Context: an optimization exercise on an open-source flow, tuned for small area, a short achievable clock period and few clock cycles. The choices shown serve that exercise and are no tape-out recipe.
Where RTL was checked, it was by simulation tests only, not by an equivalence proof against the original.
Power figures rest on the tool's default switching activity, not on a simulated workload.

Design modular_reduction, start of the top module:
module modular_reduction #(
    parameter DATA_WIDTH = 48,
    parameter Q_WIDTH    = 23
) (
    input  wire clk,
    input  wire rst_n,
    input  wire start,
    output reg  done,
    input  wire [DATA_WIDTH-1:0] data_in,
    output wire [Q_WIDTH-1:0]    data_out
);
  wire [47:0] x = data_in;
  wire [47:0] nx = ~data_in;
  wire hs0, hc0, hs1, hc1, hs2, hc2, fs0, fc0, hs3, hc3, fs1, fc1, fs2, fc2, hs4, hc4, fs3, fc3, fs4, fc4, hs5, hc5, fs5, fc5, fs6, fc6, fs7, fc7, fs8, fc8, fs9, fc9, fs10, fc10, fs11, fc11, hs6, hc6, fs12, fc12, hs7, hc7, fs13, fc13, hs8, hc8, fs14, fc14, hs9, hc9, fs15, fc15, hs10, hc10, hs11, hc11, fs16, fc16, fs17, fc17, fs18, fc18, fs19, fc19, fs20, fc20, fs21, fc21, fs22, fc22, fs23, fc23, fs24, fc24, fs25, fc25, fs26, fc26, fs27, fc27, fs28, fc28, fs29, fc29, fs30, fc30, fs31, fc31, fs32, fc32, fs33, fc33, fs34, fc34, fs35, fc35, fs36, fc36, fs37, fc37, hs12, hc12, hs13, hc13, fs38, fc38, fs39, fc39, fs40, fc40, fs41, fc41, fs42, fc42, fs43, fc43, fs44, fc44, fs45, fc45, fs46, fc46, fs47, fc47, fs48, fc48, fs49, fc49, fs50, fc50, fs51, fc51, fs52, fc52, fs53, fc53, fs54, fc54, fs55, fc55, fs56, fc56, fs57, fc57, fs58, fc58, fs59, fc59, fs60, fc60;
  assign hs0 = x[15] ^ x[25];
  assign hc0 = x[15] & x[25];
  assign hs1 = x[16] ^ x[26];
  assign hc1 = x[16] & x[26];
  assign hs2 = x[0] ^ x[23];
  assign hc2 = x[0] & x[23];
  assign fs0 = x[1] ^ x[47] ^ nx[23];
  assign fc0 = (x[1] & x[47]) | (x[1] & nx[23]) | (x[47] & nx[23]);
  assign hs3 = nx[24] ^ nx[34];
  assign hc3 = nx[24] & nx[34];
  assign fs1 = x[25] ^ x[2] ^ nx[35];
  assign fc1 = (x[25] & x[2]) | (x[25] & nx[35]) | (x[2] & nx[35]);
  assign fs2 = x[3] ^ nx[25] ^ nx[26];
  ...
export LEC_CHECK = 0
export CAP_MARGIN = 20
export CORE_MARGIN = 2
export CORE_UTILIZATION = 40
export SETUP_SLACK_MARGIN = 1.0
export SLEW_MARGIN = 20
create_clock -name core_clock -period 5.0 [get_ports {clk}]
standard.sh (not shown) runs the stock make flow with config.mk's settings and CLKGATE_MAP_FILE= SYNTH_SCRIPT=/design/flow/synth_recipe.tcl, a recipe that flattens the netlist after the stock synthesis.
==> flow/flow/run.sh <==
#!/bin/bash
# Own layout flow: the standard flow (standard synthesis included), with
# plain sky130_fd_sc_hd__buf_1 cells as the port buffers instead of the
# buffer that buffer_ports picks by itself (a 0.5 ns clkdlybuf4s50_1).
set -euo pipefail
bash standard.sh "BUFFER_PORTS_ARGS=-buffer_cell sky130_fd_sc_hd__buf_1" finish > standard.log 2>&1
The baseline finished with timing, DRC and antenna clean.
Testbench counts at the start, summed over its fixed seeds: cycles 16,000.
Next try:
Settings changed: SETUP_SLACK_MARGIN 1.0 to 1.5.
=>
- cell area rises by a few percent
- clock power falls by a few percent
- area after synthesis is unchanged
- fmax falls slightly
- via count rises by a few percent
Next try:
==> flow/run.sh (new file) <==
#!/bin/bash
# synth_recipe.tcl (not shown) runs the flow's synth.tcl, then flattens the netlist and writes it again
# the make line also repeats each setting of config.mk as NAME=value (left out here)
make -C /OpenROAD-flow-scripts/flow DESIGN_CONFIG=/design/flow/config.mk WORK_HOME=/design/flow/orfs CLKGATE_MAP_FILE= SYNTH_SCRIPT=/design/flow/synth_recipe.tcl finish
Settings changed: SETUP_SLACK_MARGIN 1.5 to not set.
removed: flow/flow/run.sh
removed: flow/standard.sh
- The new run produced a clean layout
- core utilization drops by 2.1 points
- cell area drops by a few percent
- count of clock-buffer cells in the layout is unchanged
Next try:
==> flow/flow/run.sh (new file) <==
#!/bin/bash
# Own layout flow: the standard flow (standard synthesis included), with
# plain sky130_fd_sc_hd__buf_1 cells as the port buffers instead of the
# buffer that buffer_ports picks by itself (a 0.5 ns clkdlybuf4s50_1).
set -euo pipefail
bash standard.sh "BUFFER_PORTS_ARGS=-buffer_cell sky130_fd_sc_hd__buf_1" finish > standard.log 2>&1
==> flow/standard.sh (new file) <==
#!/bin/bash
# synth_recipe.tcl (not shown) runs the flow's synth.tcl, then flattens the netlist and writes it again
# the make line also repeats each setting of config.mk as NAME=value (left out here)
make -C /OpenROAD-flow-scripts/flow DESIGN_CONFIG=/design/flow/config.mk WORK_HOME=/design/flow/orfs CLKGATE_MAP_FILE= SYNTH_SCRIPT=/design/flow/synth_recipe.tcl "${@:-finish}"
Settings changed: ABC_AREA set to 1, SETUP_SLACK_MARGIN set to 0.6.
removed: flow/run.sh
=> Final area fell by 9.1%. Worst hold slack degrades by 350 ps. Total power fell by 12%.
Next try:
Settings changed: ABC_AREA 1 to not set.
Outcome: The new run ran to the end with no violations; via count is lower by 7.6%; critical path depth is lower by 4; clock-buffer cell count is lower by 1; clock power is lower by about 24%; setup slack gets worse by 120 ps; cell count is lower by about 12%; synthesized area is lower by 4.1%; die area is lower by about 4%; first-iteration DRC count is lower by 69%; power is higher by 8.7%; final area is higher by about 1.9%.

---

Setup of green:
Another version of the RTL of modular_reduction (not shown whole).
For scale: ~390 cells after synthesis, roughly 26 flip-flops, about 75 I/O pins, ~0.0035 sq mm of cells after synthesis.
Settings: LEC_CHECK=0, ABC_AREA=1, CAP_MARGIN=20, CORE_MARGIN=2, CORE_UTILIZATION=40, SETUP_SLACK_MARGIN=0.8, SLEW_MARGIN=20; clock period 5.0 ns.
==> flow/flow/run.sh <==
#!/bin/bash
# Own layout flow: the standard flow with these changes.
#  - Synthesis: the standard flow's synthesis script, except that Yosys's extract_fa runs
#    only inside module fa3 (the RTL's full adder), which is kept as its own
#    module until the final flatten, so every fa3 becomes one
#    sky130_fd_sc_hd__fa_1 and all other logic is left to abc (no half adders
#    and no inverters forced around extracted adders). Everything else,
#    including the final flatten and renaming, is synth_recipe.tcl as given.
#  - If flow/abc.script exists, abc runs it instead of ORFS's abc script.
#  - Port buffers: plain sky130_fd_sc_hd__buf_1 instead of the buffer that
#    buffer_ports picks by itself (a 0.5 ns clkdlybuf4s50_1).
# Each tool's output goes to standard.log (make) and ORFS's own logs.
set -euo pipefail
W=$PWD
S="$FLOW_HOME/scripts/synth.tcl"
grep -q 'extract_fa {\*}\[dont_use_extract_fa_args\]' "$S"
grep -q '^  log_cmd abc {\*}$abc_args$' "$S"
ABC_SED=()
if [[ -f "$W/flow/abc.script" ]]; then
  ABC_SED=(-e "s#^  log_cmd abc {\*}\$abc_args\$#  lset abc_args 1 $W/flow/abc.script\n  log_cmd abc {*}\$abc_args#")
fi
sed -e 's/extract_fa {\*}\[dont_use_extract_fa_args\]/extract_fa -fa fa3/' "${ABC_SED[@]}" \
  "$S" > "$W/own_synth_body.tcl"
sed "s#source \$::env(SCRIPTS_DIR)/synth.tcl#source $W/own_synth_body.tcl#" \
  "$W/synth_recipe.tcl" > "$W/own_synth.tcl"
grep -q "own_synth_body.tcl" "$W/own_synth.tcl"
bash standard.sh "SYNTH_SCRIPT=$W/own_synth.tcl" "SYNTH_KEEP_MODULES=fa3" \
  "BUFFER_PORTS_ARGS=-buffer_cell sky130_fd_sc_hd__buf_1" finish > standard.log 2>&1
==> flow/flow/abc.script <==
&get -n
&st
&dch
&nf -a
&put
topo
stime -c
buffer -c
upsize -c
dnsize -c
The inputs of red differ from those of green as listed below.
Settings: SETUP_SLACK_MARGIN now 0.6, was 0.8.
## What came out
- Routed wire in red totals less than in green.
- On sequential cell count, red tracks green almost exactly.
- The lower final cycle utilization of the critical path of red and green is in green.
- Relative area change from synthesis to final layout: red vs green down 1.5 points
- Any difference in final non-filler cell total between green and red is small enough to ignore.
Function was not checked in any run of this note: the RTL went through the layout flow alone.

---

Setup of before:
Another version of the RTL of modular_reduction (not shown whole).
Size in the first run: about 27 flip-flops, roughly 75 I/O pins.
Settings: LEC_CHECK=0, ABC_AREA=1, CAP_MARGIN=20, CORE_MARGIN=2, CORE_UTILIZATION=40, SETUP_SLACK_MARGIN=0.6, SLEW_MARGIN=20; clock period 5.0 ns.
Scripts as last shown in full above: flow/flow/run.sh, flow/flow/abc.script
### before -> after
# before
export LEC_CHECK = 0
export ABC_AREA = 1
export CAP_MARGIN = 20
export CORE_MARGIN = 2
export CORE_UTILIZATION = 40
export SETUP_SLACK_MARGIN = 0.6
export SLEW_MARGIN = 20
create_clock -name core_clock -period 5.0 [get_ports {clk}]
# after
export LEC_CHECK = 0
export ABC_AREA = 1
export CAP_MARGIN = 20
export CORE_MARGIN = 2
export CORE_UTILIZATION = 40
export SETUP_SLACK_MARGIN = 0.8
export SLEW_MARGIN = 20
create_clock -name core_clock -period 5.0 [get_ports {clk}]
[summary]
Setup WNS before -> after: better
Comparing after and before, the higher cell count was measured on after.
Summary of after over before: number of non-clock buffers in the layout shows an increase of 3.7%, final hold violation count saw little to no change, top achievable clock speed higher, worst hold slack has remained practically unchanged, routed wire length per instance picked up an extra 0.16 um.
In after relative to before, per-cell via count in the routed design had gone up slightly.
after: wire length the detailed router placed on met1 about 0.8% above before
Final standard cell area without fillers delta for after relative to before: about 3% higher
Function was not checked in any run of this note: the RTL went through the layout flow alone.

---

modular_reduction, a different RTL version from the one above (not shown whole).
Size: roughly 490 cells after synthesis, ~27 flip-flops, roughly 3700 sq um of cells after synthesis.
export LEC_CHECK = 0
export ABC_AREA = 1
export CAP_MARGIN = 20
export CORE_MARGIN = 2
export CORE_UTILIZATION = 40
export SETUP_SLACK_MARGIN = 0.6
export SLEW_MARGIN = 20
create_clock -name core_clock -period 5.0 [get_ports {clk}]
==> flow/flow/abc.script <==
strash
dch
map -a
topo
stime -c
buffer -c
upsize -c
dnsize -c
strash
dch
map
topo
stime -c
buffer -c
upsize -c
dnsize -c
Scripts as last shown in full above: flow/flow/run.sh
The baseline produced a clean layout.
Testbench counts at the start, summed over its fixed seeds: cycles 16,000.
Next try:
==> flow/flow/abc.script (replaced) <==
&get -n
&st
&dch
&nf -a
&put
topo
stime -c
buffer -c
upsize -c
dnsize -c
--- a/flow/config.mk
+++ b/flow/config.mk
@@ -10,4 +10,4 @@
 export CORE_MARGIN = 2
 export CORE_UTILIZATION = 40
-export SETUP_SLACK_MARGIN = 0.6
+export SETUP_SLACK_MARGIN = 0.85
 export SLEW_MARGIN = 20
Effect:
- non-clock buffer count rose by 3
- utilization rose by 0.37 points
- combinational power rose by about 10%
Next try:
==> flow/flow/abc.script (replaced) <==
&get -n
&st
&dch
&nf -a
&put
topo
stime -c
buffer -c
upsize -c
dnsize -c
strash
dch
map
topo
stime -c
buffer -c
upsize -c
dnsize -c
--- a/flow/config.mk
+++ b/flow/config.mk
@@ -10,4 +10,4 @@
 export CORE_MARGIN = 2
 export CORE_UTILIZATION = 40
-export SETUP_SLACK_MARGIN = 0.85
+export SETUP_SLACK_MARGIN = 0.6
 export SLEW_MARGIN = 20
=> Core utilization fell by 0.69 points. Flip-flop and latch count stays the same. Via count rose by about 23%. Worst setup slack is about the same. Cell area rose by about 5%. Count of clock-buffer cells in the layout fell by 1.
Next try:
==> flow/flow/abc.script (replaced) <==
&get -n
&st
&dch
&nf -a
&put
topo
stime -c
buffer -c
upsize -c
dnsize -c
Outcome:
- The new run finished clean
- sequential cell count does not change
- combinational power increases by about 3%
- die area decreases by 6.1%
- setup slack loses 0.14 ns
- final area decreases by 6.6%
Next try:
--- a/flow/config.mk
+++ b/flow/config.mk
@@ -10,4 +10,5 @@
 export CORE_MARGIN = 2
 export CORE_UTILIZATION = 40
-export SETUP_SLACK_MARGIN = 0.6
+export GPL_TIMING_DRIVEN = 0
+export SETUP_SLACK_MARGIN = 0.8
 export SLEW_MARGIN = 20
Outcome:
- first-iteration DRC count falls by 52%
- setup slack improves by 0.070 ns
- sequential cell count is unchanged
- synthesized cell count stays the same
- synthesized area is unchanged
Next try:
--- a/flow/config.mk
+++ b/flow/config.mk
@@ -10,5 +10,4 @@
 export CORE_MARGIN = 2
 export CORE_UTILIZATION = 40
-export GPL_TIMING_DRIVEN = 0
-export SETUP_SLACK_MARGIN = 0.8
+export SETUP_SLACK_MARGIN = 0.9
 export SLEW_MARGIN = 20
- non-clock buffer count goes down by 2
- power goes up by 1.6%
- final cell count goes down by 0.34%
- global-route usage goes up by 0.50 points
- setup slack improves by 0.092 ns
- clock power goes down by about 3%
- worst hold slack improves by 0.0042 ns
- design area goes up by 0.73%
- first-iteration DRC count goes up by 88%

-- re-timing with driven ports --
Ports are ideal in the flow. The routed layouts listed here were re-timed in OpenROAD.
Step 1 (the two cells are an assumption about what drives the block):
set clk [get_ports {clk}]
set_driving_cell -lib_cell sky130_fd_sc_hd__clkbuf_16 $clk
set_driving_cell -lib_cell sky130_fd_sc_hd__buf_2 [delete_from_list [all_inputs] $clk]
Step 2 also shifts input and output timing later by t, the mid clock arrival at the registers, as if the neighbouring blocks saw the same clock.
Slacks: ideal / step 1 / step 2; pairs: ideal / step 1.
run	t (ns)	slack for setup (ns)	worst setup path after step 2	worst slew at a driven data input, ns
the first run of note 1	0.305	0.791 / 0.764 / 0.498	input to register	0.05
the second run of note 1	0.296	0.732 / 0.711 / 0.415	input to register	0.05
the third run of note 1	0.309	0.209 / 0.190 / -0.096	input to register	0.05
the fourth run of note 1	0.289	0.796 / 0.813 / 0.524	input to register	0.04
the fifth run of note 1	0.309	0.679 / 0.648 / 0.396	input to register	0.04
green	0.296	0.856 / 0.841 / 0.545	input to register	0.06
red	0.298	0.692 / 0.677 / 0.379	input to register	0.06
before	0.303	0.830 / 0.835 / 0.532	input to register	0.04
after	0.304	0.975 / 0.960 / 0.679	input to register	0.04
the first run of note 4	0.295	0.848 / 0.841 / 0.545	input to register	0.04
the second run of note 4	0.295	1.004 / 1.004 / 0.709	input to register	0.04
the third run of note 4	0.294	1.007 / 1.015 / 0.721	input to register	0.03
the fourth run of note 4	0.296	0.867 / 0.869 / 0.573	input to register	0.04
the fifth run of note 4	0.302	0.937 / 0.943 / 0.641	input to register	0.04
the sixth run of note 4	0.295	1.029 / 1.034 / 0.738	input to register	0.04
Met with ideal ports but missed after step 2: setup timing in the third run of note 1. For the second run of note 1, which loses most, drivers alone change the setup slack by -0.021 ns; drivers and shift together by -0.317 ns.
